Context: an optimization exercise on an open-source flow, tuned for small area. The choices shown serve that exercise and are no tape-out recipe. RTL that was checked went through simulation tests only; none was proved equivalent to the original. Function not checked in run 2: the RTL went through the layout flow alone.

==> flow/design.v (outline; a module is shown in full before it is edited, if it fits) <==
// module ai_accel: 1629 lines
// module wsel: 10 lines
// module xo2: 5 lines
// module fa: 6 lines
// module ha: 6 lines
// module hai: 6 lines
// module ham: 6 lines
module ai_accel
(
	rst_n,
	clk,
	addr,
	wr_en,
	accel_select,
	data_in,
	ctr,
	data_out
);
  // ...
==> flow/flow/run.sh <==
#!/bin/bash
# Standard layout (standard.sh), except: the synthesis buffers are removed at
# floorplan, ports get buf_2 buffers, and CTS inserts no dummy loads.
set -e
cat >> config.mk <<'EOF'
export REMOVE_ABC_BUFFERS = 1
export BUFFER_PORTS_ARGS = -buffer_cell sky130_fd_sc_hd__buf_2
export CTS_ARGS = -sink_clustering_enable -repair_clock_nets -dont_use_dummy_load -sink_clustering_size 25 -sink_clustering_max_diameter 100 -buf_list sky130_fd_sc_hd__clkbuf_16
EOF
bash standard.sh > standard.log 2>&1
==> flow/standard.sh <==
#!/bin/bash
# synth_recipe.tcl (not shown) runs the flow's synth.tcl, then flattens the netlist and writes it again
# the make line also repeats each setting of config.mk as NAME=value (left out here)
make -C /OpenROAD-flow-scripts/flow DESIGN_CONFIG=/design/flow/config.mk WORK_HOME=/design/flow/orfs CLKGATE_MAP_FILE= SYNTH_SCRIPT=/design/flow/synth_recipe.tcl "${@:-finish}"
==> flow/config.mk <==
export PLATFORM = sky130hd
export DESIGN_NAME = ai_accel
export DESIGN_NICKNAME = ai_accel
export VERILOG_FILES = /design/flow/design.v
export SDC_FILE = /design/flow/constraint.sdc
export NUM_CORES = 4
export LEC_CHECK = 0
export CAP_MARGIN = 20
export CORE_MARGIN = 2
export CORE_UTILIZATION = 60
export CTS_BUF_LIST = sky130_fd_sc_hd__clkbuf_16
export CTS_CLUSTER_DIAMETER = 100
export CTS_CLUSTER_SIZE = 25
export GPL_TIMING_DRIVEN = 0
export PLACE_DENSITY = 0.7
export SETUP_SLACK_MARGIN = 0
export SLEW_MARGIN = 20
export SYNTH_HIERARCHICAL = 1
export SYNTH_MINIMUM_KEEP_SIZE = 0
export REMOVE_ABC_BUFFERS = 1
export BUFFER_PORTS_ARGS = -buffer_cell sky130_fd_sc_hd__buf_2
export CTS_ARGS = -sink_clustering_enable -repair_clock_nets -dont_use_dummy_load -sink_clustering_size 25 -sink_clustering_max_diameter 100 -buf_list sky130_fd_sc_hd__clkbuf_16
==> flow/constraint.sdc <==
create_clock -name core_clock -period 32.0 [get_ports {clk}]
set_input_delay 6.4000 -clock core_clock [delete_from_list [all_inputs] [get_ports {clk}]]
set_output_delay 6.4000 -clock core_clock [all_outputs]
set_load 0.01 [all_outputs]
==> reports/qor.csv, run 1 <==
metric,value,unit
Cell Rows,72,
critical path class,reg2out,
largest net degree at the start of global routing,27,
layout cells sized above 1,0.0816,
Crit-path slowest cell,fa_1,
number of remaining DRC errors,0,
routability cong.,1.06,
worst slew pin tran,1210,ps
CTS root buf,clkbuf_16,
Layout Nets,2520,
crit path DAT,24860,ps
Clock Buffer Count,14,
Sum Neg Setup Slack,0,ps
clock transition at the registers of the reported paths,100,ps
dpl cells,2499,
final wirelength,91900,microns
Routed met3 length,14600,microns
Worst-Skew Late Latency,530,ps
starting density of the core,0.607,
CTS tree,done,
final non-filler cell total,2519,
number of fill cells in the layout,2998,
status,"complete, no violations",
post-route ant nets,0,
GRT met3 Usage,0.151,
Rel. slew slack,0.185,
==> run 2, diff against run 1 <==
--- a/flow/design.v
+++ b/flow/design.v
@@ -19,2 +19,3 @@
 	output [31:0] data_out;
+	wire [31:0] data_out;
 	output [15:0] ctr;
@@ -944,3 +945,13 @@
 	end
-	wire [31:0] data_C, data_C2;
+	wire sA0 = vA0 & (fld == 4'b1010);
+	wire sA1 = vA1 & (fld == 4'b1011);
+	wire sA2 = vA2 & (fld == 4'b1100);
+	wire sB0 = vB0 & (fld == 4'b1101);
+	wire sB1 = vB1 & (fld == 4'b1110);
+	wire sB2 = vB2 & (fld == 4'b1111);
+	wire sB3 = vB3 & (fld == 4'b0000);
+	wire sC = go_seen & (fld == 4'b0001);
+	wire sC2 = go_seen & (fld == 4'b0010);
+	wire s8 = (fld == 4'b1000);
+	wire s9 = (fld == 4'b1001);
 	wire s595, c595;
@@ -1016,615 +1027,796 @@
 	fa u634 (res1[7], i633, c632, s634, c634);
-	wire pc635 = d619 & c634;
-	wire pc636 = s622 & c634;
-	wire pc637 = s624 & c634;
-	wire pc638 = s626 & c634;
-	wire pc639 = s628 & c634;
-	wire pc640 = s630 & c634;
-	wire pc641 = s632 & c634;
-	wire pc642 = s634 & c634;
-	wire u643 = ~c634 & d619;
+	wire u635 = ~c634 & d619;
+	wire x636;
+	xo2 u636 (s622, u635, x636);
+	wire u637 = u635 | (~c634 & s622);
+	wire x638;
+	xo2 u638 (s624, u637, x638);
+	wire u639 = u637 | (~c634 & s624);
+	wire x640;
+	xo2 u640 (s626, u639, x640);
+	wire u641 = u639 | (~c634 & s626);
+	wire x642;
+	xo2 u642 (s628, u641, x642);
+	wire u643 = u641 | (~c634 & s628);
 	wire x644;
-	xo2 u644 (s622, u643, x644);
-	wire u645 = u643 | (~c634 & s622);
+	xo2 u644 (s630, u643, x644);
+	wire u645 = u643 | (~c634 & s630);
 	wire x646;
-	xo2 u646 (s624, u645, x646);
-	wire u647 = u645 | (~c634 & s624);
+	xo2 u646 (s632, u645, x646);
+	wire u647 = u645 | (~c634 & s632);
 	wire x648;
-	xo2 u648 (s626, u647, x648);
-	wire u649 = u647 | (~c634 & s626);
-	wire x650;
-	xo2 u650 (s628, u649, x650);
-	wire u651 = u649 | (~c634 & s628);
-	wire x652;
-	xo2 u652 (s630, u651, x652);
-	wire u653 = u651 | (~c634 & s630);
-	wire x654;
-	xo2 u654 (s632, u653, x654);
-	wire u655 = u653 | (~c634 & s632);
-	wire x656;
-	xo2 u656 (s634, u655, x656);
-	wire p657 = ~(d619 & x644);
-	wire p658 = ~(d619 & x646);
-	wire p659 = ~(d619 & x648);
-	wire p660 = ~(d619 & x650);
-	wire p661 = ~(d619 & x652);
-	wire p662 = ~(d619 & x654);
-	wire p663 = ~(d619 & x656);
-	wire p664 = ~(x644 & x646);
-	wire p665 = ~(x644 & x648);
-	wire p666 = ~(x644 & x650);
-	wire p667 = ~(x644 & x652);
-	wire p668 = ~(x644 & x654);
-	wire p669 = ~(x644 & x656);
-	wire p670 = ~(x646 & x648);
-	wire p671 = ~(x646 & x650);
-	wire p672 = ~(x646 & x652);
-	wire p673 = ~(x646 & x654);
-	wire p674 = ~(x646 & x656);
-	wire p675 = ~(x648 & x650);
-	wire p676 = ~(x648 & x652);
-	wire p677 = ~(x648 & x654);
-	wire p678 = ~(x648 & x656);
-	wire p679 = ~(x650 & x652);
-	wire p680 = ~(x650 & x654);
-	wire p681 = ~(x650 & x656);
-	wire p682 = ~(x652 & x654);
-	wire p683 = ~(x652 & x656);
-	wire p684 = ~(x654 & x656);
-	wire d685 = ~(res2[0] ^ ~s602);
-	wire b686 = res2[0] | ~s602;
-	wire i687 = ~s605;
+	xo2 u648 (s634, u647, x648);
+	wire p649 = ~(d619 & x636);
+	wire p650 = ~(d619 & x638);
+	wire p651 = ~(d619 & x640);
+	wire p652 = ~(d619 & x642);
+	wire p653 = ~(d619 & x644);
+	wire p654 = ~(d619 & x646);
+	wire p655 = ~(d619 & x648);
+	wire p656 = ~(x636 & x638);
+	wire p657 = ~(x636 & x640);
+	wire p658 = ~(x636 & x642);
+	wire p659 = ~(x636 & x644);
+	wire p660 = ~(x636 & x646);
+	wire p661 = ~(x636 & x648);
+	wire p662 = ~(x638 & x640);
+	wire p663 = ~(x638 & x642);
+	wire p664 = ~(x638 & x644);
+	wire p665 = ~(x638 & x646);
+	wire p666 = ~(x638 & x648);
+	wire p667 = ~(x640 & x642);
+	wire p668 = ~(x640 & x644);
+	wire p669 = ~(x640 & x646);
+	wire p670 = ~(x640 & x648);
+	wire p671 = ~(x642 & x644);
+	wire p672 = ~(x642 & x646);
+	wire p673 = ~(x642 & x648);
+	wire p674 = ~(x644 & x646);
+	wire p675 = ~(x644 & x648);
+	wire p676 = ~(x646 & x648);
+	wire d677 = ~(res2[0] ^ ~s602);
+	wire b678 = res2[0] | ~s602;
+	wire i679 = ~s605;
+	wire s680, c680;
+	fa u680 (res2[1], i679, b678, s680, c680);
+	wire i681 = ~s608;
+	wire s682, c682;
+	fa u682 (res2[2], i681, c680, s682, c682);
+	wire i683 = ~s611;
+	wire s684, c684;
+	fa u684 (res2[3], i683, c682, s684, c684);
+	wire i685 = ~s614;
+	wire s686, c686;
+	fa u686 (res2[4], i685, c684, s686, c686);
+	wire i687 = ~s617;
 	wire s688, c688;
-	fa u688 (res2[1], i687, b686, s688, c688);
-	wire i689 = ~s608;
+	fa u688 (res2[5], i687, c686, s688, c688);
+	wire i689 = ~s618;
 	wire s690, c690;
-	fa u690 (res2[2], i689, c688, s690, c690);
-	wire i691 = ~s611;
+	fa u690 (res2[6], i689, c688, s690, c690);
+	wire i691 = ~c618;
 	wire s692, c692;
-	fa u692 (res2[3], i691, c690, s692, c692);
-	wire i693 = ~s614;
-	wire s694, c694;
-	fa u694 (res2[4], i693, c692, s694, c694);
-	wire i695 = ~s617;
-	wire s696, c696;
-	fa u696 (res2[5], i695, c694, s696, c696);
-	wire i697 = ~s618;
-	wire s698, c698;
-	fa u698 (res2[6], i697, c696, s698, c698);
-	wire i699 = ~c618;
-	wire s700, c700;
-	fa u700 (res2[7], i699, c698, s700, c700);
-	wire pc701 = d685 & c700;
-	wire pc702 = s688 & c700;
-	wire pc703 = s690 & c700;
-	wire pc704 = s692 & c700;
-	wire pc705 = s694 & c700;
-	wire pc706 = s696 & c700;
-	wire pc707 = s698 & c700;
-	wire pc708 = s700 & c700;
-	wire u709 = ~c700 & d685;
-	wire x710;
-	xo2 u710 (s688, u709, x710);
-	wire u711 = u709 | (~c700 & s688);
-	wire x712;
-	xo2 u712 (s690, u711, x712);
-	wire u713 = u711 | (~c700 & s690);
-	wire x714;
-	xo2 u714 (s692, u713, x714);
-	wire u715 = u713 | (~c700 & s692);
-	wire x716;
-	xo2 u716 (s694, u715, x716);
-	wire u717 = u715 | (~c700 & s694);
-	wire x718;
-	xo2 u718 (s696, u717, x718);
-	wire u719 = u717 | (~c700 & s696);
-	wire x720;
-	xo2 u720 (s698, u719, x720);
-	wire u721 = u719 | (~c700 & s698);
-	wire x722;
-	xo2 u722 (s700, u721, x722);
-	wire p723 = ~(d685 & x710);
-	wire p724 = ~(d685 & x712);
-	wire p725 = ~(d685 & x714);
-	wire p726 = ~(d685 & x716);
-	wire p727 = ~(d685 & x718);
-	wire p728 = ~(d685 & x720);
-	wire p729 = ~(d685 & x722);
-	wire p730 = ~(x710 & x712);
-	wire p731 = ~(x710 & x714);
-	wire p732 = ~(x710 & x716);
-	wire p733 = ~(x710 & x718);
-	wire p734 = ~(x710 & x720);
-	wire p735 = ~(x710 & x722);
-	wire p736 = ~(x712 & x714);
-	wire p737 = ~(x712 & x716);
-	wire p738 = ~(x712 & x718);
-	wire p739 = ~(x712 & x720);
-	wire p740 = ~(x712 & x722);
-	wire p741 = ~(x714 & x716);
-	wire p742 = ~(x714 & x718);
-	wire p743 = ~(x714 & x720);
-	wire p744 = ~(x714 & x722);
-	wire p745 = ~(x716 & x718);
-	wire p746 = ~(x716 & x720);
-	wire p747 = ~(x716 & x722);
-	wire p748 = ~(x718 & x720);
-	wire p749 = ~(x718 & x722);
-	wire p750 = ~(x720 & x722);
-	wire d751 = ~(res3[0] ^ ~s602);
-	wire b752 = res3[0] | ~s602;
-	wire i753 = ~s605;
-	wire s754, c754;
-	fa u754 (res3[1], i753, b752, s754, c754);
-	wire i755 = ~s608;
-	wire s756, c756;
-	fa u756 (res3[2], i755, c754, s756, c756);
-	wire i757 = ~s611;
-	wire s758, c758;
-	fa u758 (res3[3], i757, c756, s758, c758);
-	wire i759 = ~s614;
-	wire s760, c760;
-	fa u760 (res3[4], i759, c758, s760, c760);
-	wire i761 = ~s617;
-	wire s762, c762;
-	fa u762 (res3[5], i761, c760, s762, c762);
-	wire i763 = ~s618;
-	wire s764, c764;
-	fa u764 (res3[6], i763, c762, s764, c764);
-	wire i765 = ~c618;
-	wire s766, c766;
-	fa u766 (res3[7], i765, c764, s766, c766);
-	wire pc767 = d751 & c766;
-	wire pc768 = s754 & c766;
-	wire pc769 = s756 & c766;
-	wire pc770 = s758 & c766;
-	wire pc771 = s760 & c766;
-	wire pc772 = s762 & c766;
-	wire pc773 = s764 & c766;
-	wire pc774 = s766 & c766;
-	wire u775 = ~c766 & d751;
-	wire x776;
-	xo2 u776 (s754, u775, x776);
-	wire u777 = u775 | (~c766 & s754);
-	wire x778;
-	xo2 u778 (s756, u777, x778);
-	wire u779 = u777 | (~c766 & s756);
-	wire x780;
-	xo2 u780 (s758, u779, x780);
-	wire u781 = u779 | (~c766 & s758);
-	wire x782;
-	xo2 u782 (s760, u781, x782);
-	wire u783 = u781 | (~c766 & s760);
-	wire x784;
-	xo2 u784 (s762, u783, x784);
-	wire u785 = u783 | (~c766 & s762);
-	wire x786;
-	xo2 u786 (s764, u785, x786);
-	wire u787 = u785 | (~c766 & s764);
-	wire x788;
-	xo2 u788 (s766, u787, x788);
-	wire p789 = ~(d751 & x776);
-	wire p790 = ~(d751 & x778);
-	wire p791 = ~(d751 & x780);
-	wire p792 = ~(d751 & x782);
-	wire p793 = ~(d751 & x784);
-	wire p794 = ~(d751 & x786);
-	wire p795 = ~(d751 & x788);
-	wire p796 = ~(x776 & x778);
-	wire p797 = ~(x776 & x780);
-	wire p798 = ~(x776 & x782);
-	wire p799 = ~(x776 & x784);
-	wire p800 = ~(x776 & x786);
-	wire p801 = ~(x776 & x788);
-	wire p802 = ~(x778 & x780);
-	wire p803 = ~(x778 & x782);
-	wire p804 = ~(x778 & x784);
-	wire p805 = ~(x778 & x786);
-	wire p806 = ~(x778 & x788);
-	wire p807 = ~(x780 & x782);
-	wire p808 = ~(x780 & x784);
-	wire p809 = ~(x780 & x786);
-	wire p810 = ~(x780 & x788);
-	wire p811 = ~(x782 & x784);
-	wire p812 = ~(x782 & x786);
-	wire p813 = ~(x782 & x788);
-	wire p814 = ~(x784 & x786);
-	wire p815 = ~(x784 & x788);
-	wire p816 = ~(x786 & x788);
-	wire d817 = ~(r[0] ^ ~s602);
-	wire b818 = r[0] | ~s602;
-	wire i819 = ~s605;
-	wire s820, c820;
-	fa u820 (r[1], i819, b818, s820, c820);
-	wire i821 = ~s608;
-	wire s822, c822;
-	fa u822 (r[2], i821, c820, s822, c822);
-	wire i823 = ~s611;
-	wire s824, c824;
-	fa u824 (r[3], i823, c822, s824, c824);
-	wire i825 = ~s614;
-	wire s826, c826;
-	fa u826 (r[4], i825, c824, s826, c826);
-	wire i827 = ~s617;
-	wire s828, c828;
-	fa u828 (r[5], i827, c826, s828, c828);
-	wire i829 = ~s618;
-	wire s830, c830;
-	fa u830 (r[6], i829, c828, s830, c830);
-	wire i831 = ~c618;
-	wire s832, c832;
-	fa u832 (r[7], i831, c830, s832, c832);
-	wire pc833 = d817 & c832;
-	wire pc834 = s820 & c832;
-	wire pc835 = s822 & c832;
-	wire pc836 = s824 & c832;
-	wire pc837 = s826 & c832;
-	wire pc838 = s828 & c832;
-	wire pc839 = s830 & c832;
-	wire pc840 = s832 & c832;
-	wire u841 = ~c832 & d817;
-	wire x842;
-	xo2 u842 (s820, u841, x842);
-	wire u843 = u841 | (~c832 & s820);
-	wire x844;
-	xo2 u844 (s822, u843, x844);
-	wire u845 = u843 | (~c832 & s822);
-	wire x846;
-	xo2 u846 (s824, u845, x846);
-	wire u847 = u845 | (~c832 & s824);
-	wire x848;
-	xo2 u848 (s826, u847, x848);
-	wire u849 = u847 | (~c832 & s826);
-	wire x850;
-	xo2 u850 (s828, u849, x850);
-	wire u851 = u849 | (~c832 & s828);
-	wire x852;
-	xo2 u852 (s830, u851, x852);
-	wire u853 = u851 | (~c832 & s830);
-	wire x854;
-	xo2 u854 (s832, u853, x854);
-	wire p855 = ~(d817 & x842);
-	wire p856 = ~(d817 & x844);
-	wire p857 = ~(d817 & x846);
-	wire p858 = ~(d817 & x848);
-	wire p859 = ~(d817 & x850);
-	wire p860 = ~(d817 & x852);
-	wire p861 = ~(d817 & x854);
-	wire p862 = ~(x842 & x844);
-	wire p863 = ~(x842 & x846);
-	wire p864 = ~(x842 & x848);
-	wire p865 = ~(x842 & x850);
-	wire p866 = ~(x842 & x852);
-	wire p867 = ~(x842 & x854);
-	wire p868 = ~(x844 & x846);
-	wire p869 = ~(x844 & x848);
-	wire p870 = ~(x844 & x850);
-	wire p871 = ~(x844 & x852);
-	wire p872 = ~(x844 & x854);
-	wire p873 = ~(x846 & x848);
-	wire p874 = ~(x846 & x850);
-	wire p875 = ~(x846 & x852);
-	wire p876 = ~(x846 & x854);
-	wire p877 = ~(x848 & x850);
-	wire p878 = ~(x848 & x852);
-	wire p879 = ~(x848 & x854);
-	wire p880 = ~(x850 & x852);
-	wire p881 = ~(x850 & x854);
-	wire p882 = ~(x852 & x854);
+	fa u692 (res2[7], i691, c690, s692, c692);
+	wire u693 = ~c692 & d677;
+	wire x694;
+	xo2 u694 (s680, u693, x694);
+	wire u695 = u693 | (~c692 & s680);
+	wire x696;
+	xo2 u696 (s682, u695, x696);
+	wire u697 = u695 | (~c692 & s682);
+	wire x698;
+	xo2 u698 (s684, u697, x698);
+	wire u699 = u697 | (~c692 & s684);
+	wire x700;
+	xo2 u700 (s686, u699, x700);
+	wire u701 = u699 | (~c692 & s686);
+	wire x702;
+	xo2 u702 (s688, u701, x702);
+	wire u703 = u701 | (~c692 & s688);
+	wire x704;
+	xo2 u704 (s690, u703, x704);
+	wire u705 = u703 | (~c692 & s690);
+	wire x706;
+	xo2 u706 (s692, u705, x706);
+	wire p707 = ~(d677 & x694);
+	wire p708 = ~(d677 & x696);
+	wire p709 = ~(d677 & x698);
+	wire p710 = ~(d677 & x700);
+	wire p711 = ~(d677 & x702);
+	wire p712 = ~(d677 & x704);
+	wire p713 = ~(d677 & x706);
+	wire p714 = ~(x694 & x696);
+	wire p715 = ~(x694 & x698);
+	wire p716 = ~(x694 & x700);
+	wire p717 = ~(x694 & x702);
+	wire p718 = ~(x694 & x704);
+	wire p719 = ~(x694 & x706);
+	wire p720 = ~(x696 & x698);
+	wire p721 = ~(x696 & x700);
+	wire p722 = ~(x696 & x702);
+	wire p723 = ~(x696 & x704);
+	wire p724 = ~(x696 & x706);
+	wire p725 = ~(x698 & x700);
+	wire p726 = ~(x698 & x702);
+	wire p727 = ~(x698 & x704);
+	wire p728 = ~(x698 & x706);
+	wire p729 = ~(x700 & x702);
+	wire p730 = ~(x700 & x704);
+	wire p731 = ~(x700 & x706);
+	wire p732 = ~(x702 & x704);
+	wire p733 = ~(x702 & x706);
+	wire p734 = ~(x704 & x706);
+	wire d735 = ~(res3[0] ^ ~s602);
+	wire b736 = res3[0] | ~s602;
+	wire i737 = ~s605;
+	wire s738, c738;
+	fa u738 (res3[1], i737, b736, s738, c738);
+	wire i739 = ~s608;
+	wire s740, c740;
+	fa u740 (res3[2], i739, c738, s740, c740);
+	wire i741 = ~s611;
+	wire s742, c742;
+	fa u742 (res3[3], i741, c740, s742, c742);
+	wire i743 = ~s614;
+	wire s744, c744;
+	fa u744 (res3[4], i743, c742, s744, c744);
+	wire i745 = ~s617;
+	wire s746, c746;
+	fa u746 (res3[5], i745, c744, s746, c746);
+	wire i747 = ~s618;
+	wire s748, c748;
+	fa u748 (res3[6], i747, c746, s748, c748);
+	wire i749 = ~c618;
+	wire s750, c750;
+	fa u750 (res3[7], i749, c748, s750, c750);
+	wire u751 = ~c750 & d735;
+	wire x752;
+	xo2 u752 (s738, u751, x752);
+	wire u753 = u751 | (~c750 & s738);
+	wire x754;
+	xo2 u754 (s740, u753, x754);
+	wire u755 = u753 | (~c750 & s740);
+	wire x756;
+	xo2 u756 (s742, u755, x756);
+	wire u757 = u755 | (~c750 & s742);
+	wire x758;
+	xo2 u758 (s744, u757, x758);
+	wire u759 = u757 | (~c750 & s744);
+	wire x760;
+	xo2 u760 (s746, u759, x760);
+	wire u761 = u759 | (~c750 & s746);
+	wire x762;
+	xo2 u762 (s748, u761, x762);
+	wire u763 = u761 | (~c750 & s748);
+	wire x764;
+	xo2 u764 (s750, u763, x764);
+	wire p765 = ~(d735 & x752);
+	wire p766 = ~(d735 & x754);
+	wire p767 = ~(d735 & x756);
+	wire p768 = ~(d735 & x758);
+	wire p769 = ~(d735 & x760);
+	wire p770 = ~(d735 & x762);
+	wire p771 = ~(d735 & x764);
+	wire p772 = ~(x752 & x754);
+	wire p773 = ~(x752 & x756);
+	wire p774 = ~(x752 & x758);
+	wire p775 = ~(x752 & x760);
+	wire p776 = ~(x752 & x762);
+	wire p777 = ~(x752 & x764);
+	wire p778 = ~(x754 & x756);
+	wire p779 = ~(x754 & x758);
+	wire p780 = ~(x754 & x760);
+	wire p781 = ~(x754 & x762);
+	wire p782 = ~(x754 & x764);
+	wire p783 = ~(x756 & x758);
+	wire p784 = ~(x756 & x760);
+	wire p785 = ~(x756 & x762);
+	wire p786 = ~(x756 & x764);
+	wire p787 = ~(x758 & x760);
+	wire p788 = ~(x758 & x762);
+	wire p789 = ~(x758 & x764);
+	wire p790 = ~(x760 & x762);
+	wire p791 = ~(x760 & x764);
+	wire p792 = ~(x762 & x764);
+	wire d793 = ~(r[0] ^ ~s602);
+	wire b794 = r[0] | ~s602;
+	wire i795 = ~s605;
+	wire s796, c796;
+	fa u796 (r[1], i795, b794, s796, c796);
+	wire i797 = ~s608;
+	wire s798, c798;
+	fa u798 (r[2], i797, c796, s798, c798);
+	wire i799 = ~s611;
+	wire s800, c800;
+	fa u800 (r[3], i799, c798, s800, c800);
+	wire i801 = ~s614;
+	wire s802, c802;
+	fa u802 (r[4], i801, c800, s802, c802);
+	wire i803 = ~s617;
+	wire s804, c804;
+	fa u804 (r[5], i803, c802, s804, c804);
+	wire i805 = ~s618;
+	wire s806, c806;
+	fa u806 (r[6], i805, c804, s806, c806);
+	wire i807 = ~c618;
+	wire s808, c808;
+	fa u808 (r[7], i807, c806, s808, c808);
+	wire u809 = ~c808 & d793;
+	wire x810;
+	xo2 u810 (s796, u809, x810);
+	wire u811 = u809 | (~c808 & s796);
+	wire x812;
+	xo2 u812 (s798, u811, x812);
+	wire u813 = u811 | (~c808 & s798);
+	wire x814;
+	xo2 u814 (s800, u813, x814);
+	wire u815 = u813 | (~c808 & s800);
+	wire x816;
+	xo2 u816 (s802, u815, x816);
+	wire u817 = u815 | (~c808 & s802);
+	wire x818;
+	xo2 u818 (s804, u817, x818);
+	wire u819 = u817 | (~c808 & s804);
+	wire x820;
+	xo2 u820 (s806, u819, x820);
+	wire u821 = u819 | (~c808 & s806);
+	wire x822;
+	xo2 u822 (s808, u821, x822);
+	wire p823 = ~(d793 & x810);
+	wire p824 = ~(d793 & x812);
+	wire p825 = ~(d793 & x814);
+	wire p826 = ~(d793 & x816);
+	wire p827 = ~(d793 & x818);
+	wire p828 = ~(d793 & x820);
+	wire p829 = ~(d793 & x822);
+	wire p830 = ~(x810 & x812);
+	wire p831 = ~(x810 & x814);
+	wire p832 = ~(x810 & x816);
+	wire p833 = ~(x810 & x818);
+	wire p834 = ~(x810 & x820);
+	wire p835 = ~(x810 & x822);
+	wire p836 = ~(x812 & x814);
+	wire p837 = ~(x812 & x816);
+	wire p838 = ~(x812 & x818);
+	wire p839 = ~(x812 & x820);
+	wire p840 = ~(x812 & x822);
+	wire p841 = ~(x814 & x816);
+	wire p842 = ~(x814 & x818);
+	wire p843 = ~(x814 & x820);
+	wire p844 = ~(x814 & x822);
+	wire p845 = ~(x816 & x818);
+	wire p846 = ~(x816 & x820);
+	wire p847 = ~(x816 & x822);
+	wire p848 = ~(x818 & x820);
+	wire p849 = ~(x818 & x822);
+	wire p850 = ~(x820 & x822);
+	wire s851, c851;
+	fa u851 (x636, x694, x752, s851, c851);
+	wire s852, c852;
+	fa u852 (p649, p707, p765, s852, c852);
+	wire i853 = ~p823;
+	wire s854, c854;
+	fa u854 (x810, i853, s851, s854, c854);
+	wire s855, c855;
+	ham u855 (s854, s852, s855, c855);
+	wire s856, c856;
+	fa u856 (p650, p708, p766, s856, c856);
+	wire i857 = ~c851;
+	wire s858, c858;
+	fa u858 (p824, i857, c852, s858, c858);
+	wire i859 = ~c854;
+	wire s860, c860;
+	fa u860 (s856, i859, s858, s860, c860);
+	wire s861, c861;
+	ham u861 (c855, s860, s861, c861);
+	wire s862, c862;
+	fa u862 (x638, x696, x754, s862, c862);
+	wire s863, c863;
+	fa u863 (p656, p714, p772, s863, c863);
+	wire s864, c864;
+	fa u864 (p830, p651, p709, s864, c864);
+	wire i865 = ~x812;
+	wire s866, c866;
+	fa u866 (i865, p767, p825, s866, c866);
+	wire i867 = ~s862;
+	wire s868, c868;
+	fa u868 (i867, c856, s863, s868, c868);
+	wire s869, c869;
+	fa u869 (c858, s864, s866, s869, c869);
+	wire s870, c870;
+	fa u870 (s868, c860, s869, s870, c870);
+	wire s871, c871;
+	ham u871 (c861, s870, s871, c871);
+	wire s872, c872;
+	fa u872 (p657, p715, p773, s872, c872);
+	wire s873, c873;
+	fa u873 (p831, p652, p710, s873, c873);
+	wire s874, c874;
+	fa u874 (p768, p826, c863, s874, c874);
+	wire i875 = ~c862;
+	wire s876, c876;
+	fa u876 (i875, c864, c866, s876, c876);
+	wire s877, c877;
+	fa u877 (s872, s873, c868, s877, c877);
+	wire s878, c878;
+	fa u878 (s874, c869, s876, s878, c878);
+	wire s879, c879;
+	fa u879 (s877, c870, s878, s879, c879);
+	wire s880, c880;
+	ham u880 (c871, s879, s880, c880);
+	wire s881, c881;
+	fa u881 (x640, x698, x756, s881, c881);
+	wire s882, c882;
+	fa u882 (p662, p720, p778, s882, c882);
 	wire s883, c883;
-	fa u883 (x644, x710, x776, s883, c883);
-	wire s884, c884;
-	fa u884 (p657, p723, p789, s884, c884);
-	wire i885 = ~p855;
+	fa u883 (p836, p658, p716, s883, c883);
+	wire i884 = ~x814;
+	wire s885, c885;
+	fa u885 (i884, p774, p832, s885, c885);
 	wire s886, c886;
-	fa u886 (x842, i885, s883, s886, c886);
-	wire s887, c887;
-	ham u887 (s886, s884, s887, c887);
+	fa u886 (p653, p711, p769, s886, c886);
+	wire i887 = ~s881;
 	wire s888, c888;
-	fa u888 (p658, p724, p790, s888, c888);
-	wire i889 = ~c883;
+	fa u888 (i887, p827, c872, s888, c888);
+	wire s889, c889;
+	fa u889 (s882, c873, c874, s889, c889);
 	wire s890, c890;
-	fa u890 (p856, i889, c884, s890, c890);
-	wire i891 = ~c886;
+	fa u890 (s883, s885, c876, s890, c890);
+	wire s891, c891;
+	fa u891 (s886, s888, c877, s891, c891);
 	wire s892, c892;
-	fa u892 (s888, i891, s890, s892, c892);
+	fa u892 (s889, c878, s890, s892, c892);
 	wire s893, c893;
-	ham u893 (c887, s892, s893, c893);
+	fa u893 (s891, c879, s892, s893, c893);
 	wire s894, c894;
-	fa u894 (x646, x712, x778, s894, c894);
+	ham u894 (c880, s893, s894, c894);
 	wire s895, c895;
-	fa u895 (p664, p730, p796, s895, c895);
+	fa u895 (p663, p721, p779, s895, c895);
 	wire s896, c896;
-	fa u896 (p862, p659, p725, s896, c896);
-	wire i897 = ~x844;
+	fa u896 (p837, p659, p717, s896, c896);
+	wire s897, c897;
+	fa u897 (p775, p833, c882, s897, c897);
 	wire s898, c898;
-	fa u898 (i897, p791, p857, s898, c898);
-	wire i899 = ~s894;
-	wire s900, c900;
-	fa u900 (i899, c888, s895, s900, c900);
+	fa u898 (p654, p712, p770, s898, c898);
+	wire s899, c899;
+	fa u899 (p828, c883, c885, s899, c899);
+	wire i900 = ~c881;
 	wire s901, c901;
-	fa u901 (c890, s896, s898, s901, c901);
+	fa u901 (i900, s895, c886, s901, c901);
 	wire s902, c902;
-	fa u902 (s900, c892, s901, s902, c902);
+	fa u902 (c888, s896, s897, s902, c902);
 	wire s903, c903;
-	ham u903 (c893, s902, s903, c903);
+	fa u903 (c889, s898, s899, s903, c903);
 	wire s904, c904;
-	fa u904 (p665, p731, p797, s904, c904);
+	fa u904 (c890, s901, s902, s904, c904);
 	wire s905, c905;
-	fa u905 (p863, p660, p726, s905, c905);
+	fa u905 (c891, s903, c892, s905, c905);
 	wire s906, c906;
-	fa u906 (p792, p858, c895, s906, c906);
-	wire i907 = ~c894;
+	fa u906 (s904, c893, s905, s906, c906);
+	wire s907, c907;
+	ham u907 (c894, s906, s907, c907);
 	wire s908, c908;
-	fa u908 (i907, c896, c898, s908, c908);
+	fa u908 (x642, x700, x758, s908, c908);
 	wire s909, c909;
-	fa u909 (s904, s905, c900, s909, c909);
+	fa u909 (p667, p725, p783, s909, c909);
 	wire s910, c910;
-	fa u910 (s906, c901, s908, s910, c910);
-	wire s911, c911;
-	fa u911 (s909, c902, s910, s911, c911);
+	fa u910 (p841, p664, p722, s910, c910);
+	wire i911 = ~x816;
 	wire s912, c912;
-	ham u912 (c903, s911, s912, c912);
+	fa u912 (i911, p780, p838, s912, c912);
 	wire s913, c913;
-	fa u913 (x648, x714, x780, s913, c913);
-	wire s914, c914;
-	fa u914 (p670, p736, p802, s914, c914);
+	fa u913 (p660, p718, p776, s913, c913);
+	wire i914 = ~s908;
 	wire s915, c915;
-	fa u915 (p868, p666, p732, s915, c915);
-	wire i916 = ~x846;
+	fa u915 (i914, p834, c895, s915, c915);
+	wire s916, c916;
+	fa u916 (s909, p655, p713, s916, c916);
 	wire s917, c917;
-	fa u917 (i916, p798, p864, s917, c917);
+	fa u917 (p771, p829, c896, s917, c917);
 	wire s918, c918;
-	fa u918 (p661, p727, p793, s918, c918);
-	wire i919 = ~s913;
+	fa u918 (c897, s910, s912, s918, c918);
+	wire s919, c919;
+	fa u919 (c898, c899, s913, s919, c919);
 	wire s920, c920;
-	fa u920 (i919, p859, c904, s920, c920);
+	fa u920 (s915, c901, s916, s920, c920);
 	wire s921, c921;
-	fa u921 (s914, c905, c906, s921, c921);
+	fa u921 (s917, c902, s918, s921, c921);
 	wire s922, c922;
-	fa u922 (s915, s917, c908, s922, c922);
+	fa u922 (c903, s919, s920, s922, c922);
 	wire s923, c923;
-	fa u923 (s918, s920, c909, s923, c923);
+	fa u923 (c904, s921, c905, s923, c923);
 	wire s924, c924;
-	fa u924 (s921, c910, s922, s924, c924);
+	fa u924 (s922, c906, s923, s924, c924);
 	wire s925, c925;
-	fa u925 (s923, c911, s924, s925, c925);
+	ham u925 (c907, s924, s925, c925);
 	wire s926, c926;
-	ham u926 (c912, s925, s926, c926);
+	fa u926 (p668, p726, p784, s926, c926);
 	wire s927, c927;
-	fa u927 (p671, p737, p803, s927, c927);
+	fa u927 (p842, p665, p723, s927, c927);
 	wire s928, c928;
-	fa u928 (p869, p667, p733, s928, c928);
+	fa u928 (p781, p839, c909, s928, c928);
 	wire s929, c929;
-	fa u929 (p799, p865, c914, s929, c929);
+	fa u929 (p661, p719, p777, s929, c929);
 	wire s930, c930;
-	fa u930 (p662, p728, p794, s930, c930);
-	wire s931, c931;
-	fa u931 (p860, c915, c917, s931, c931);
-	wire i932 = ~c913;
+	fa u930 (p835, c910, c912, s930, c930);
+	wire i931 = ~c908;
+	wire s932, c932;
+	fa u932 (i931, s926, c913, s932, c932);
 	wire s933, c933;
-	fa u933 (i932, s927, c918, s933, c933);
+	fa u933 (c915, s927, s928, s933, c933);
 	wire s934, c934;
-	fa u934 (c920, s928, s929, s934, c934);
+	fa u934 (c916, c917, s929, s934, c934);
 	wire s935, c935;
-	fa u935 (c921, s930, s931, s935, c935);
+	fa u935 (c918, s930, c919, s935, c935);
 	wire s936, c936;
-	fa u936 (c922, s933, s934, s936, c936);
+	fa u936 (s932, s933, c920, s936, c936);
 	wire s937, c937;
-	fa u937 (c923, s935, c924, s937, c937);
+	fa u937 (s934, c921, s935, s937, c937);
 	wire s938, c938;
-	fa u938 (s936, c925, s937, s938, c938);
+	fa u938 (c922, s936, c923, s938, c938);
 	wire s939, c939;
-	ham u939 (c926, s938, s939, c939);
+	fa u939 (s937, c924, s938, s939, c939);
 	wire s940, c940;
-	fa u940 (x650, x716, x782, s940, c940);
+	ham u940 (c925, s939, s940, c940);
 	wire s941, c941;
-	fa u941 (p675, p741, p807, s941, c941);
+	fa u941 (x644, x702, x760, s941, c941);
 	wire s942, c942;
-	fa u942 (p873, p672, p738, s942, c942);
-	wire i943 = ~x848;
-	wire s944, c944;
-	fa u944 (i943, p804, p870, s944, c944);
+	fa u942 (p671, p729, p787, s942, c942);
+	wire s943, c943;
+	fa u943 (p845, p669, p727, s943, c943);
+	wire i944 = ~x818;
 	wire s945, c945;
-	fa u945 (p668, p734, p800, s945, c945);
-	wire i946 = ~s940;
-	wire s947, c947;
-	fa u947 (i946, p866, c927, s947, c947);
+	fa u945 (i944, p785, p843, s945, c945);
+	wire s946, c946;
+	fa u946 (p666, p724, p782, s946, c946);
+	wire i947 = ~s941;
 	wire s948, c948;
-	fa u948 (s941, p663, p729, s948, c948);
+	fa u948 (i947, p840, c926, s948, c948);
 	wire s949, c949;
-	fa u949 (p795, p861, c928, s949, c949);
+	fa u949 (s942, c927, c928, s949, c949);
 	wire s950, c950;
-	fa u950 (c929, s942, s944, s950, c950);
+	fa u950 (s943, s945, c929, s950, c950);
 	wire s951, c951;
-	fa u951 (c930, c931, s945, s951, c951);
+	fa u951 (c930, s946, s948, s951, c951);
 	wire s952, c952;
-	fa u952 (s947, c933, s948, s952, c952);
+	fa u952 (c932, c933, s949, s952, c952);
 	wire s953, c953;
-	fa u953 (s949, c934, s950, s953, c953);
+	fa u953 (c934, s950, s951, s953, c953);
 	wire s954, c954;
-	fa u954 (c935, s951, s952, s954, c954);
+	fa u954 (c935, s952, c936, s954, c954);
 	wire s955, c955;
-	fa u955 (c936, s953, c937, s955, c955);
+	fa u955 (s953, c937, s954, s955, c955);
 	wire s956, c956;
-	fa u956 (s954, c938, s955, s956, c956);
+	fa u956 (c938, s955, c939, s956, c956);
 	wire s957, c957;
-	ham u957 (c939, s956, s957, c957);
+	ham u957 (c940, s956, s957, c957);
 	wire s958, c958;
-	fa u958 (p676, p742, p808, s958, c958);
+	fa u958 (p672, p730, p788, s958, c958);
 	wire s959, c959;
-	fa u959 (p874, p673, p739, s959, c959);
+	fa u959 (p846, p670, p728, s959, c959);
 	wire s960, c960;
-	fa u960 (p805, p871, c941, s960, c960);
-	wire s961, c961;
-	fa u961 (p669, p735, p801, s961, c961);
+	fa u960 (p786, p844, c942, s960, c960);
+	wire i961 = ~c941;
 	wire s962, c962;
-	fa u962 (p867, c942, c944, s962, c962);
-	wire i963 = ~c940;
+	fa u962 (i961, c943, c945, s962, c962);
+	wire s963, c963;
+	fa u963 (s958, c946, c948, s963, c963);
 	wire s964, c964;
-	fa u964 (i963, s958, c945, s964, c964);
+	fa u964 (s959, s960, c949, s964, c964);
 	wire s965, c965;
-	fa u965 (c947, s959, s960, s965, c965);
+	fa u965 (s962, c950, c951, s965, c965);
 	wire s966, c966;
-	fa u966 (c948, c949, s961, s966, c966);
+	fa u966 (s963, c952, s964, s966, c966);
 	wire s967, c967;
-	fa u967 (c950, s962, c951, s967, c967);
+	fa u967 (c953, s965, s966, s967, c967);
 	wire s968, c968;
-	fa u968 (s964, s965, c952, s968, c968);
-	wire s969, c969;
-	fa u969 (s966, c953, s967, s969, c969);
+	fa u968 (c954, s967, c955, s968, c968);
+	wire i969 = ~c957;
 	wire s970, c970;
-	fa u970 (c954, s968, c955, s970, c970);
+	fa u970 (s968, c956, i969, s970, c970);
 	wire s971, c971;
-	fa u971 (s969, c956, s970, s971, c971);
+	fa u971 (x646, x704, x762, s971, c971);
 	wire s972, c972;
-	ham u972 (c957, s971, s972, c972);
+	fa u972 (p674, p732, p790, s972, c972);
 	wire s973, c973;
-	fa u973 (x652, x718, x784, s973, c973);
-	wire s974, c974;
-	fa u974 (p679, p745, p811, s974, c974);
+	fa u973 (p848, p673, p731, s973, c973);
+	wire i974 = ~x820;
 	wire s975, c975;
-	fa u975 (p877, p677, p743, s975, c975);
-	wire i976 = ~x850;
+	fa u975 (i974, p789, p847, s975, c975);
+	wire i976 = ~s971;
 	wire s977, c977;
-	fa u977 (i976, p809, p875, s977, c977);
+	fa u977 (i976, c958, s972, s977, c977);
 	wire s978, c978;
-	fa u978 (p674, p740, p806, s978, c978);
-	wire i979 = ~s973;
+	fa u978 (c959, c960, s973, s978, c978);
+	wire s979, c979;
+	fa u979 (s975, c962, s977, s979, c979);
 	wire s980, c980;
-	fa u980 (i979, p872, c958, s980, c980);
+	fa u980 (c963, s978, c964, s980, c980);
 	wire s981, c981;
-	fa u981 (s974, c959, c960, s981, c981);
+	fa u981 (s979, c965, c966, s981, c981);
 	wire s982, c982;
-	fa u982 (s975, s977, c961, s982, c982);
+	fa u982 (s980, c967, s981, s982, c982);
 	wire s983, c983;
-	fa u983 (c962, s978, s980, s983, c983);
+	fa u983 (s982, c968, c970, s983, c983);
 	wire s984, c984;
-	fa u984 (c964, c965, s981, s984, c984);
-	wire s985, c985;
-	fa u985 (c966, s982, s983, s985, c985);
+	fa u984 (p675, p733, p791, s984, c984);
+	wire i985 = ~c971;
 	wire s986, c986;
-	fa u986 (c967, s984, c968, s986, c986);
+	fa u986 (p849, i985, c972, s986, c986);
 	wire s987, c987;
-	fa u987 (s985, c969, s986, s987, c987);
+	fa u987 (c973, c975, s984, s987, c987);
 	wire s988, c988;
-	fa u988 (c970, s987, c971, s988, c988);
+	fa u988 (c977, s986, c978, s988, c988);
 	wire s989, c989;
-	ham u989 (c972, s988, s989, c989);
+	fa u989 (s987, c979, c980, s989, c989);
 	wire s990, c990;
-	fa u990 (p680, p746, p812, s990, c990);
+	fa u990 (s988, c981, s989, s990, c990);
 	wire s991, c991;
-	fa u991 (p878, p678, p744, s991, c991);
+	fa u991 (c982, s990, c983, s991, c991);
 	wire s992, c992;
-	fa u992 (p810, p876, c974, s992, c992);
-	wire i993 = ~c973;
-	wire s994, c994;
-	fa u994 (i993, c975, c977, s994, c994);
+	fa u992 (x648, x706, x764, s992, c992);
+	wire s993, c993;
+	fa u993 (p676, p734, p792, s993, c993);
+	wire i994 = ~p850;
 	wire s995, c995;
-	fa u995 (s990, c978, c980, s995, c995);
+	fa u995 (x822, i994, s992, s995, c995);
 	wire s996, c996;
-	fa u996 (s991, s992, c981, s996, c996);
-	wire s997, c997;
-	fa u997 (s994, c982, c983, s997, c997);
+	fa u996 (c984, s993, c986, s996, c996);
+	wire i997 = ~s995;
 	wire s998, c998;
-	fa u998 (s995, c984, s996, s998, c998);
+	fa u998 (i997, c987, s996, s998, c998);
 	wire s999, c999;
-	fa u999 (c985, s997, s998, s999, c999);
+	fa u999 (c988, s998, c989, s999, c999);
 	wire s1000, c1000;
-	fa u1000 (c986, s999, c987, s1000, c1000);
-	wire i1001 = ~c989;
+	fa u1000 (c990, s999, c991, s1000, c1000);
+	wire i1001 = ~c993;
 	wire s1002, c1002;
-	fa u1002 (s1000, c988, i1001, s1002, c1002);
-	wire s1003, c1003;
-	fa u1003 (x654, x720, x786, s1003, c1003);
+	fa u1002 (c992, i1001, c995, s1002, c1002);
+	wire i1003 = ~s1002;
 	wire s1004, c1004;
-	fa u1004 (p682, p748, p814, s1004, c1004);
+	fa u1004 (c996, i1003, c998, s1004, c1004);
 	wire s1005, c1005;
-	fa u1005 (p880, p681, p747, s1005, c1005);
-	wire i1006 = ~x852;
+	fa u1005 (s1004, c999, c1000, s1005, c1005);
+	wire i1006 = ~c1002;
 	wire s1007, c1007;
-	fa u1007 (i1006, p813, p879, s1007, c1007);
-	wire i1008 = ~s1003;
-	wire s1009, c1009;
-	fa u1009 (i1008, c990, s1004, s1009, c1009);
-	wire s1010, c1010;
-	fa u1010 (c991, c992, s1005, s1010, c1010);
-	wire s1011, c1011;
-	fa u1011 (s1007, c994, s1009, s1011, c1011);
-	wire s1012, c1012;
-	fa u1012 (c995, s1010, c996, s1012, c1012);
-	wire s1013, c1013;
-	fa u1013 (s1011, c997, c998, s1013, c1013);
-	wire s1014, c1014;
-	fa u1014 (s1012, c999, s1013, s1014, c1014);
-	wire s1015, c1015;
-	fa u1015 (s1014, c1000, c1002, s1015, c1015);
-	wire s1016, c1016;
-	fa u1016 (p683, p749, p815, s1016, c1016);
-	wire i1017 = ~c1003;
-	wire s1018, c1018;
-	fa u1018 (p881, i1017, c1004, s1018, c1018);
-	wire s1019, c1019;
-	fa u1019 (c1005, c1007, s1016, s1019, c1019);
-	wire s1020, c1020;
-	fa u1020 (c1009, s1018, c1010, s1020, c1020);
-	wire s1021, c1021;
-	fa u1021 (s1019, c1011, c1012, s1021, c1021);
-	wire s1022, c1022;
-	fa u1022 (s1020, c1013, s1021, s1022, c1022);
-	wire s1023, c1023;
-	fa u1023 (c1014, s1022, c1015, s1023, c1023);
-	wire s1024, c1024;
-	fa u1024 (x656, x722, x788, s1024, c1024);
-	wire s1025, c1025;
-	fa u1025 (p684, p750, p816, s1025, c1025);
-	wire i1026 = ~p882;
-	wire s1027, c1027;
-	fa u1027 (x854, i1026, s1024, s1027, c1027);
-	wire s1028, c1028;
-	fa u1028 (c1016, s1025, c1018, s1028, c1028);
-	wire i1029 = ~s1027;
-	wire s1030, c1030;
-	fa u1030 (i1029, c1019, s1028, s1030, c1030);
-	wire s1031, c1031;
-	fa u1031 (c1020, s1030, c1021, s1031, c1031);
-	wire s1032, c1032;
-	fa u1032 (c1022, s1031, c1023, s1032, c1032);
-	wire i1033 = ~c1025;
-	wire s1034, c1034;
-	fa u1034 (c1024, i1033, c1027, s1034, c1034);
-	wire i1035 = ~s1034;
-	wire s1036, c1036;
-	fa u1036 (c1028, i1035, c1030, s1036, c1036);
-	wire s1037, c1037;
-	fa u1037 (s1036, c1031, c1032, s1037, c1037);
-	wire i1038 = ~c1034;
-	wire s1039, c1039;
-	fa u1039 (i1038, c1036, c1037, s1039, c1039);
-	assign data_C = {pc642, pc641, pc640, pc639, pc638, pc637, pc636, pc635, pc708, pc707, pc706, pc705, pc704, pc703, pc702, pc701, pc774, pc773, pc772, pc771, pc770, pc769, pc768, pc767, pc840, pc839, pc838, pc837, pc836, pc835, pc834, pc833};
-	assign data_C2 = {16'b0, ~c1039, ~s1039, ~s1037, ~s1032, ~s1023, ~s1015, ~s1002, s989, s972, s957, s939, s926, s912, s903, s893, s887};
-	wire [31:0] rdA0 = vA0 ? data_A0 : 32'b0;
-	wire [31:0] rdA1 = vA1 ? data_A1 : 32'b0;
-	wire [31:0] rdA2 = vA2 ? data_A2 : 32'b0;
-	wire [31:0] rdB0 = vB0 ? data_B0 : 32'b0;
-	wire [31:0] rdB1 = vB1 ? data_B1 : 32'b0;
-	wire [31:0] rdB2 = vB2 ? data_B2 : 32'b0;
-	wire [31:0] rdB3 = vB3 ? data_B3 : 32'b0;
-	reg [31:0] data_out;
-	always @* begin
-		case (fld)
-		4'b1000: data_out = {done_bit, 30'b0, go_bit};
-		4'b1001: data_out = {30'b0, counter};
-		4'b1010: data_out = rdA0;
-		4'b1011: data_out = rdA1;
-		4'b1100: data_out = rdA2;
-		4'b1101: data_out = rdB0;
-		4'b1110: data_out = rdB1;
-		4'b1111: data_out = rdB2;
-		4'b0000: data_out = rdB3;
-		4'b0001: data_out = go_seen ? data_C : 32'b0;
-		4'b0010: data_out = go_seen ? data_C2 : 32'b0;
-		default: data_out = 32'b0;
-		endcase
-	end
+	fa u1007 (i1006, c1004, c1005, s1007, c1007);
+	wire sc1008 = sC & c634;
+	wire sc1009 = sC & c692;
+	wire sc1010 = sC & c750;
+	wire sc1011 = sC & c808;
+	wire o1012;
+	aoi222 u1012 (sA0, data_A0[0], sA1, data_A1[0], sA2, data_A2[0], o1012);
+	wire o1013;
+	aoi222 u1013 (sB0, data_B0[0], sB1, data_B1[0], sB2, data_B2[0], o1013);
+	wire o1014;
+	aoi222 u1014 (sB3, data_B3[0], sc1011, d793, sC2, s855, o1014);
+	wire o1015;
+	aoi22 u1015 (s8, go_bit, s9, counter[0], o1015);
+	nd4 u1016 (o1012, o1013, o1014, o1015, data_out[0]);
+	wire o1017;
+	aoi222 u1017 (sA0, data_A0[1], sA1, data_A1[1], sA2, data_A2[1], o1017);
+	wire o1018;
+	aoi222 u1018 (sB0, data_B0[1], sB1, data_B1[1], sB2, data_B2[1], o1018);
+	wire o1019;
+	aoi222 u1019 (sB3, data_B3[1], sc1011, s796, sC2, s861, o1019);
+	wire o1020;
+	nd2 u1020 (s9, counter[1], o1020);
+	nd4 u1021 (o1017, o1018, o1019, o1020, data_out[1]);
+	wire o1022;
+	aoi222 u1022 (sA0, data_A0[2], sA1, data_A1[2], sA2, data_A2[2], o1022);
+	wire o1023;
+	aoi222 u1023 (sB0, data_B0[2], sB1, data_B1[2], sB2, data_B2[2], o1023);
+	wire o1024;
+	aoi222 u1024 (sB3, data_B3[2], sc1011, s798, sC2, s871, o1024);
+	nd3 u1025 (o1022, o1023, o1024, data_out[2]);
+	wire o1026;
+	aoi222 u1026 (sA0, data_A0[3], sA1, data_A1[3], sA2, data_A2[3], o1026);
+	wire o1027;
+	aoi222 u1027 (sB0, data_B0[3], sB1, data_B1[3], sB2, data_B2[3], o1027);
+	wire o1028;
+	aoi222 u1028 (sB3, data_B3[3], sc1011, s800, sC2, s880, o1028);
+	nd3 u1029 (o1026, o1027, o1028, data_out[3]);
+	wire o1030;
+	aoi222 u1030 (sA0, data_A0[4], sA1, data_A1[4], sA2, data_A2[4], o1030);
+	wire o1031;
+	aoi222 u1031 (sB0, data_B0[4], sB1, data_B1[4], sB2, data_B2[4], o1031);
+	wire o1032;
+	aoi222 u1032 (sB3, data_B3[4], sc1011, s802, sC2, s894, o1032);
+	nd3 u1033 (o1030, o1031, o1032, data_out[4]);
+	wire o1034;
+	aoi222 u1034 (sA0, data_A0[5], sA1, data_A1[5], sA2, data_A2[5], o1034);
+	wire o1035;
+	aoi222 u1035 (sB0, data_B0[5], sB1, data_B1[5], sB2, data_B2[5], o1035);
+	wire o1036;
+	aoi222 u1036 (sB3, data_B3[5], sc1011, s804, sC2, s907, o1036);
+	nd3 u1037 (o1034, o1035, o1036, data_out[5]);
+	wire o1038;
+	aoi222 u1038 (sA0, data_A0[6], sA1, data_A1[6], sA2, data_A2[6], o1038);
+	wire o1039;
+	aoi222 u1039 (sB0, data_B0[6], sB1, data_B1[6], sB2, data_B2[6], o1039);
+	wire o1040;
+	aoi222 u1040 (sB3, data_B3[6], sc1011, s806, sC2, s925, o1040);
+	nd3 u1041 (o1038, o1039, o1040, data_out[6]);
+	wire o1042;
+	aoi222 u1042 (sA0, data_A0[7], sA1, data_A1[7], sA2, data_A2[7], o1042);
+	wire o1043;
+	aoi222 u1043 (sB0, data_B0[7], sB1, data_B1[7], sB2, data_B2[7], o1043);
+	wire o1044;
+	aoi222 u1044 (sB3, data_B3[7], sc1011, s808, sC2, s940, o1044);
+	nd3 u1045 (o1042, o1043, o1044, data_out[7]);
+	wire o1046;
+	aoi222 u1046 (sA0, data_A0[8], sA1, data_A1[8], sA2, data_A2[8], o1046);
+	wire o1047;
+	aoi222 u1047 (sB0, data_B0[8], sB1, data_B1[8], sB2, data_B2[8], o1047);
+	wire o1048;
+	aoi222 u1048 (sB3, data_B3[8], sc1010, d735, sC2, s957, o1048);
+	nd3 u1049 (o1046, o1047, o1048, data_out[8]);
+	wire i1050 = ~s970;
+	wire o1051;
+	aoi222 u1051 (sA0, data_A0[9], sA1, data_A1[9], sA2, data_A2[9], o1051);
+	wire o1052;
+	aoi222 u1052 (sB0, data_B0[9], sB1, data_B1[9], sB2, data_B2[9], o1052);
+	wire o1053;
+	aoi222 u1053 (sB3, data_B3[9], sc1010, s738, sC2, i1050, o1053);
+	nd3 u1054 (o1051, o1052, o1053, data_out[9]);
+	wire i1055 = ~s983;
+	wire o1056;
+	aoi222 u1056 (sA0, data_A0[10], sA1, data_A1[10], sA2, data_A2[10], o1056);
+	wire o1057;
+	aoi222 u1057 (sB0, data_B0[10], sB1, data_B1[10], sB2, data_B2[10], o1057);
+	wire o1058;
+	aoi222 u1058 (sB3, data_B3[10], sc1010, s740, sC2, i1055, o1058);
+	nd3 u1059 (o1056, o1057, o1058, data_out[10]);
+	wire i1060 = ~s991;
+	wire o1061;
+	aoi222 u1061 (sA0, data_A0[11], sA1, data_A1[11], sA2, data_A2[11], o1061);
+	wire o1062;
+	aoi222 u1062 (sB0, data_B0[11], sB1, data_B1[11], sB2, data_B2[11], o1062);
+	wire o1063;
+	aoi222 u1063 (sB3, data_B3[11], sc1010, s742, sC2, i1060, o1063);
+	nd3 u1064 (o1061, o1062, o1063, data_out[11]);
+	wire i1065 = ~s1000;
+	wire o1066;
+	aoi222 u1066 (sA0, data_A0[12], sA1, data_A1[12], sA2, data_A2[12], o1066);
+	wire o1067;
+	aoi222 u1067 (sB0, data_B0[12], sB1, data_B1[12], sB2, data_B2[12], o1067);
+	wire o1068;
+	aoi222 u1068 (sB3, data_B3[12], sc1010, s744, sC2, i1065, o1068);
+	nd3 u1069 (o1066, o1067, o1068, data_out[12]);
+	wire i1070 = ~s1005;
+	wire o1071;
+	aoi222 u1071 (sA0, data_A0[13], sA1, data_A1[13], sA2, data_A2[13], o1071);
+	wire o1072;
+	aoi222 u1072 (sB0, data_B0[13], sB1, data_B1[13], sB2, data_B2[13], o1072);
+	wire o1073;
+	aoi222 u1073 (sB3, data_B3[13], sc1010, s746, sC2, i1070, o1073);
+	nd3 u1074 (o1071, o1072, o1073, data_out[13]);
+	wire i1075 = ~s1007;
+	wire o1076;
+	aoi222 u1076 (sA0, data_A0[14], sA1, data_A1[14], sA2, data_A2[14], o1076);
+	wire o1077;
+	aoi222 u1077 (sB0, data_B0[14], sB1, data_B1[14], sB2, data_B2[14], o1077);
+	wire o1078;
+	aoi222 u1078 (sB3, data_B3[14], sc1010, s748, sC2, i1075, o1078);
+	nd3 u1079 (o1076, o1077, o1078, data_out[14]);
+	wire i1080 = ~c1007;
+	wire o1081;
+	aoi222 u1081 (sA0, data_A0[15], sA1, data_A1[15], sA2, data_A2[15], o1081);
+	wire o1082;
+	aoi222 u1082 (sB0, data_B0[15], sB1, data_B1[15], sB2, data_B2[15], o1082);
+	wire o1083;
+	aoi222 u1083 (sB3, data_B3[15], sc1010, s750, sC2, i1080, o1083);
+	nd3 u1084 (o1081, o1082, o1083, data_out[15]);
+	wire o1085;
+	aoi222 u1085 (sA0, data_A0[16], sA1, data_A1[16], sA2, data_A2[16], o1085);
+	wire o1086;
+	aoi222 u1086 (sB0, data_B0[16], sB1, data_B1[16], sB2, data_B2[16], o1086);
+	wire o1087;
+	aoi22 u1087 (sB3, data_B3[16], sc1009, d677, o1087);
+	nd3 u1088 (o1085, o1086, o1087, data_out[16]);
+	wire o1089;
+	aoi222 u1089 (sA0, data_A0[17], sA1, data_A1[17], sA2, data_A2[17], o1089);
+	wire o1090;
+	aoi222 u1090 (sB0, data_B0[17], sB1, data_B1[17], sB2, data_B2[17], o1090);
+	wire o1091;
+	aoi22 u1091 (sB3, data_B3[17], sc1009, s680, o1091);
+	nd3 u1092 (o1089, o1090, o1091, data_out[17]);
+	wire o1093;
+	aoi222 u1093 (sA0, data_A0[18], sA1, data_A1[18], sA2, data_A2[18], o1093);
+	wire o1094;
+	aoi222 u1094 (sB0, data_B0[18], sB1, data_B1[18], sB2, data_B2[18], o1094);
+	wire o1095;
+	aoi22 u1095 (sB3, data_B3[18], sc1009, s682, o1095);
+	nd3 u1096 (o1093, o1094, o1095, data_out[18]);
+	wire o1097;
+	aoi222 u1097 (sA0, data_A0[19], sA1, data_A1[19], sA2, data_A2[19], o1097);
+	wire o1098;
+	aoi222 u1098 (sB0, data_B0[19], sB1, data_B1[19], sB2, data_B2[19], o1098);
+	wire o1099;
+	aoi22 u1099 (sB3, data_B3[19], sc1009, s684, o1099);
+	nd3 u1100 (o1097, o1098, o1099, data_out[19]);
+	wire o1101;
+	aoi222 u1101 (sA0, data_A0[20], sA1, data_A1[20], sA2, data_A2[20], o1101);
+	wire o1102;
+	aoi222 u1102 (sB0, data_B0[20], sB1, data_B1[20], sB2, data_B2[20], o1102);
+	wire o1103;
+	aoi22 u1103 (sB3, data_B3[20], sc1009, s686, o1103);
+	nd3 u1104 (o1101, o1102, o1103, data_out[20]);
+	wire o1105;
+	aoi222 u1105 (sA0, data_A0[21], sA1, data_A1[21], sA2, data_A2[21], o1105);
+	wire o1106;
+	aoi222 u1106 (sB0, data_B0[21], sB1, data_B1[21], sB2, data_B2[21], o1106);
+	wire o1107;
+	aoi22 u1107 (sB3, data_B3[21], sc1009, s688, o1107);
+	nd3 u1108 (o1105, o1106, o1107, data_out[21]);
+	wire o1109;
+	aoi222 u1109 (sA0, data_A0[22], sA1, data_A1[22], sA2, data_A2[22], o1109);
+	wire o1110;
+	aoi222 u1110 (sB0, data_B0[22], sB1, data_B1[22], sB2, data_B2[22], o1110);
+	wire o1111;
+	aoi22 u1111 (sB3, data_B3[22], sc1009, s690, o1111);
+	nd3 u1112 (o1109, o1110, o1111, data_out[22]);
+	wire o1113;
+	aoi222 u1113 (sA0, data_A0[23], sA1, data_A1[23], sA2, data_A2[23], o1113);
+	wire o1114;
+	aoi222 u1114 (sB0, data_B0[23], sB1, data_B1[23], sB2, data_B2[23], o1114);
+	wire o1115;
+	aoi22 u1115 (sB3, data_B3[23], sc1009, s692, o1115);
+	nd3 u1116 (o1113, o1114, o1115, data_out[23]);
+	wire o1117;
+	aoi222 u1117 (sA0, data_A0[24], sA1, data_A1[24], sA2, data_A2[24], o1117);
+	wire o1118;
+	aoi222 u1118 (sB0, data_B0[24], sB1, data_B1[24], sB2, data_B2[24], o1118);
+	wire o1119;
+	aoi22 u1119 (sB3, data_B3[24], sc1008, d619, o1119);
+	nd3 u1120 (o1117, o1118, o1119, data_out[24]);
+	wire o1121;
+	aoi222 u1121 (sA0, data_A0[25], sA1, data_A1[25], sA2, data_A2[25], o1121);
+	wire o1122;
+	aoi222 u1122 (sB0, data_B0[25], sB1, data_B1[25], sB2, data_B2[25], o1122);
+	wire o1123;
+	aoi22 u1123 (sB3, data_B3[25], sc1008, s622, o1123);
+	nd3 u1124 (o1121, o1122, o1123, data_out[25]);
+	wire o1125;
+	aoi222 u1125 (sA0, data_A0[26], sA1, data_A1[26], sA2, data_A2[26], o1125);
+	wire o1126;
+	aoi222 u1126 (sB0, data_B0[26], sB1, data_B1[26], sB2, data_B2[26], o1126);
+	wire o1127;
+	aoi22 u1127 (sB3, data_B3[26], sc1008, s624, o1127);
+	nd3 u1128 (o1125, o1126, o1127, data_out[26]);
+	wire o1129;
+	aoi222 u1129 (sA0, data_A0[27], sA1, data_A1[27], sA2, data_A2[27], o1129);
+	wire o1130;
+	aoi222 u1130 (sB0, data_B0[27], sB1, data_B1[27], sB2, data_B2[27], o1130);
+	wire o1131;
+	aoi22 u1131 (sB3, data_B3[27], sc1008, s626, o1131);
+	nd3 u1132 (o1129, o1130, o1131, data_out[27]);
+	wire o1133;
+	aoi222 u1133 (sA0, data_A0[28], sA1, data_A1[28], sA2, data_A2[28], o1133);
+	wire o1134;
+	aoi222 u1134 (sB0, data_B0[28], sB1, data_B1[28], sB2, data_B2[28], o1134);
+	wire o1135;
+	aoi22 u1135 (sB3, data_B3[28], sc1008, s628, o1135);
+	nd3 u1136 (o1133, o1134, o1135, data_out[28]);
+	wire o1137;
+	aoi222 u1137 (sA0, data_A0[29], sA1, data_A1[29], sA2, data_A2[29], o1137);
+	wire o1138;
+	aoi222 u1138 (sB0, data_B0[29], sB1, data_B1[29], sB2, data_B2[29], o1138);
+	wire o1139;
+	aoi22 u1139 (sB3, data_B3[29], sc1008, s630, o1139);
+	nd3 u1140 (o1137, o1138, o1139, data_out[29]);
+	wire o1141;
+	aoi222 u1141 (sA0, data_A0[30], sA1, data_A1[30], sA2, data_A2[30], o1141);
+	wire o1142;
+	aoi222 u1142 (sB0, data_B0[30], sB1, data_B1[30], sB2, data_B2[30], o1142);
+	wire o1143;
+	aoi22 u1143 (sB3, data_B3[30], sc1008, s632, o1143);
+	nd3 u1144 (o1141, o1142, o1143, data_out[30]);
+	wire o1145;
+	aoi222 u1145 (sA0, data_A0[31], sA1, data_A1[31], sA2, data_A2[31], o1145);
+	wire o1146;
+	aoi222 u1146 (sB0, data_B0[31], sB1, data_B1[31], sB2, data_B2[31], o1146);
+	wire o1147;
+	aoi222 u1147 (sB3, data_B3[31], sc1008, s634, s8, done_bit, o1147);
+	nd3 u1148 (o1145, o1146, o1147, data_out[31]);
 endmodule
@@ -1640,2 +1832,27 @@
 endmodule
+module aoi222(a1, b1, a2, b2, a3, b3, y);
+	input a1, b1, a2, b2, a3, b3;
+	output y;
+	assign y = ~((a1 & b1) | (a2 & b2) | (a3 & b3));
+endmodule
+module aoi22(a1, b1, a2, b2, y);
+	input a1, b1, a2, b2;
+	output y;
+	assign y = ~((a1 & b1) | (a2 & b2));
+endmodule
+module nd2(a, b, y);
+	input a, b;
+	output y;
+	assign y = ~(a & b);
+endmodule
+module nd3(a, b, c, y);
+	input a, b, c;
+	output y;
+	assign y = ~(a & b & c);
+endmodule
+module nd4(a, b, c, d, y);
+	input a, b, c, d;
+	output y;
+	assign y = ~(a & b & c & d);
+endmodule
 module xo2(x, y, s);
==> run 2 against run 1 <==
  * Still clean
  * Die area fell by 0.99%
  * Global-route usage decreased by 0.98 points
  * Critical endpoint is now data_out[14]
  * Highest routed layer is now met4
==> reports/qor.csv, run 2 <==
metric,value,unit,change
Max clock buf depth,3,,
Final Cell Area,24800,sq um,
starting density of the core,0.612,,+0.00518
GRT met3 Usage,0.140,,-0.0102
Post-Syn Instances,1909,,
ranking of synthesized cells by area,"fa_1, edfxtp_1, nand2_1",,
Worst path max stage delay,790,ps,
WP data required,25600,ps,
status,"complete, no violations",,
final non-filler cell total,2475,,-1.7%
routability cong.,1.06,,-0.27%
dpl cells,2458,,-1.6%
drt pass-1 iters,10,,
M2 GR Usage,0.631,,
Cell Rows,71,,-1.4%
CTS root buf,clkbuf_16,,
WL per Instance,35.7,microns,
async set-or-reset flop fraction in the synthesized netlist,0.0425,,
crit path DAT,24920,ps,+60 ps
RR Startpoint,st[0],,
core area,37800,sq um,
layout cells sized above 1,0.0948,,+0.0132
Layout Nets,2485,,-1.4%
GR Util All Layers,0.448,,
hold_sp,go_seen,,
die area,40200,sq um,
Final WS setup,684,ps,
post-route ant nets,0,,unchanged
Most common cell on crit path,fa_1,,
PortBufs,73,,
number of fill cells in the layout,2897,,-3.4%
sequential area share after synthesis,0.334,,
"commonest non-fill, non-tap cell in the layout",nand2_1,,
number of global-route vias before repair,18931,,
final period utilization,0.979,,
clock sinks,259,,
largest net degree at the start of global routing,32,,+19%
Worst-Skew Late Latency,510,ps,-20 ps
Critical Path Source Type,flop,,
detailed placement HPWL,69000,microns,
placed standard-cell area,24300,sq um,
Final Hold Viols,0,,
crit path time final,31320,ps,
clock skew,33.6,ps,
number of remaining DRC errors,0,,unchanged
total CTS buffers,14,,
Sum Neg Setup Slack,0,ps,unchanged
grt peak-use layer,met1,,
final wirelength,88500,microns,-3.8%
DRT iter0 DRCs,3664,,
GR Overflow Total,0,,
most numerous cell in the Yosys netlist,nand2_1,,
CP Max Fanout,24,,
Crit-path slowest cell,a222oi_1,,
Vias,18188,,
Commonest cells post-synth,"nand2_1, fa_1, edfxtp_1, a22oi_1, inv_1",,
worst slew pin tran,1160,ps,-52.6 ps
clock transition at the registers of the reported paths,70,ps,-30 ps
first-pass GRT wire length,129000,microns,
M1 GR Usage,0.633,,
Finish-stage setup viols,0,,
Rel. slew slack,0.225,,+0.0399
critical path class,reg2out,,
max cap viols,0,,
CTS tree,done,,
P&R area growth vs syn,7.07,%,
Critical path origin,st[0],,
pre-CTS WS,405,ps,
run 2: cells by family (layout without fill, tap and decap cells):
group	count (synthesis)	after routing	synth area share
flops	259	259	0.334
xor+xnor	29	29	0.0110
other cells	1	15	0.000162
fa+ha+maj	452	452	0.383
mux	1	1	0.000432
buf+inv	156	197	0.0290
compound gates	302	302	0.109
simple gates	709	709	0.134
run 2: timing repair:
| action | 4_1_cts | 5_1_grt |
|---|---|---|
| pin swaps | 0 | 2 |
| buffers inserted | 0 | 0 |
| gates resized for setup | 2 | 31 |
| setup endpoints to repair | 1 | 3 |
run 2: Yosys stat by module (local to each module, per instance):
module    area, sq um  copies in the design  flip-flops and latches  cells
ai_accel        12700                     1                     259   1275
wsel              161                     1                       0     14
fa               20.0                   427                       0      1
hai              20.0                     3                       0      3
ham              16.3                    12                       0      2
aoi22            12.5                    16                       0      1
ha               12.5                     2                       0      1
aoi222           10.0                    81                       0      1
xo2              8.76                    28                       0      1
nd4              6.26                     2                       0      1
nd3              5.00                    30                       0      1
nd2              3.75                     1                       0      1
run 2: worst paths after layout:
kind / endpoint / slack (ps) / cells past startpoint
setup / recovery: data_out[14] / 680 / 60
hold / removal: go_seen / 470 / 1
setup reg to reg: res1[5] / 22200 / 22
hold reg to reg: go_seen / 470 / 1
max in group asynchronous: st[1] / 26000 / 1
min in group asynchronous: vB0 / 5750 / 1
run 2: critical path: cells and delay by family, from the launching register on:
kind | cells | cell delay (ps)
XOR/XNOR | 1 | 580
buffers and inverters | 6 | 620
adder cells (fa/ha/maj) | 38 | 17220
AND/OR/NAND/NOR | 12 | 4310
flip-flops | 1 | 530
AO/OA/AOI/OAI | 3 | 1110
run 2: stage by stage:
stage,hold slack [ps],util
finish,472,0.655
global route,497,0.655
CTS,474,0.651
detailed placement,455,0.642
global placement,453,0.631
floorplan,439,-
run 2: area by class of cell:
cell class | instances | area [sq um] | area share
timing repair buffer | 96 | 733 | 0.0296
sequential | 259 | 7720 | 0.312
tap | 511 | 639 | 0.0258
inverter | 87 | 327 | 0.0132
multi-input combinational | 1507 | 15000 | 0.606
clock buffer | 14 | 350 | 0.0141
antenna | 1 | 2.50 | 0.000101
run 2: routing by layer:
metal  vias up  wire length (microns)
li1       6903                      -
met1      9204                  31400
met4         0                   6150
met2      1784                  36600
met5         -                      0
met3       297                  14300

## what the ideal ports hide
No port has a modelled driver above. Below, the same layouts with a new extraction and two added sets of constraints. Step 1, drivers: a clkbuf_16 drives clk and a buf_2 each remaining input, both assumed. Step 2 moves the port delays by t, midway between the first and last clock arrival at a register: inputs arrive t later, outputs are due t later. That takes back most of the time a late clock gives input paths. a / b / c = no drivers / after step 1 / after step 2; a / b = the first two.
run	t (ns)	setup slack, ns	latest minus earliest clock arrival (ns)	worst register clock-pin slew, ns	pins driven straight from the clock port
run 1	0.551	0.741 / 0.688 / 1.239	0.074 / 0.074	0.11 / 0.11	1
run 2	0.546	0.684 / 0.633 / 1.179	0.035 / 0.035	0.10 / 0.10	1
After both steps setup and hold are still met in every run listed.
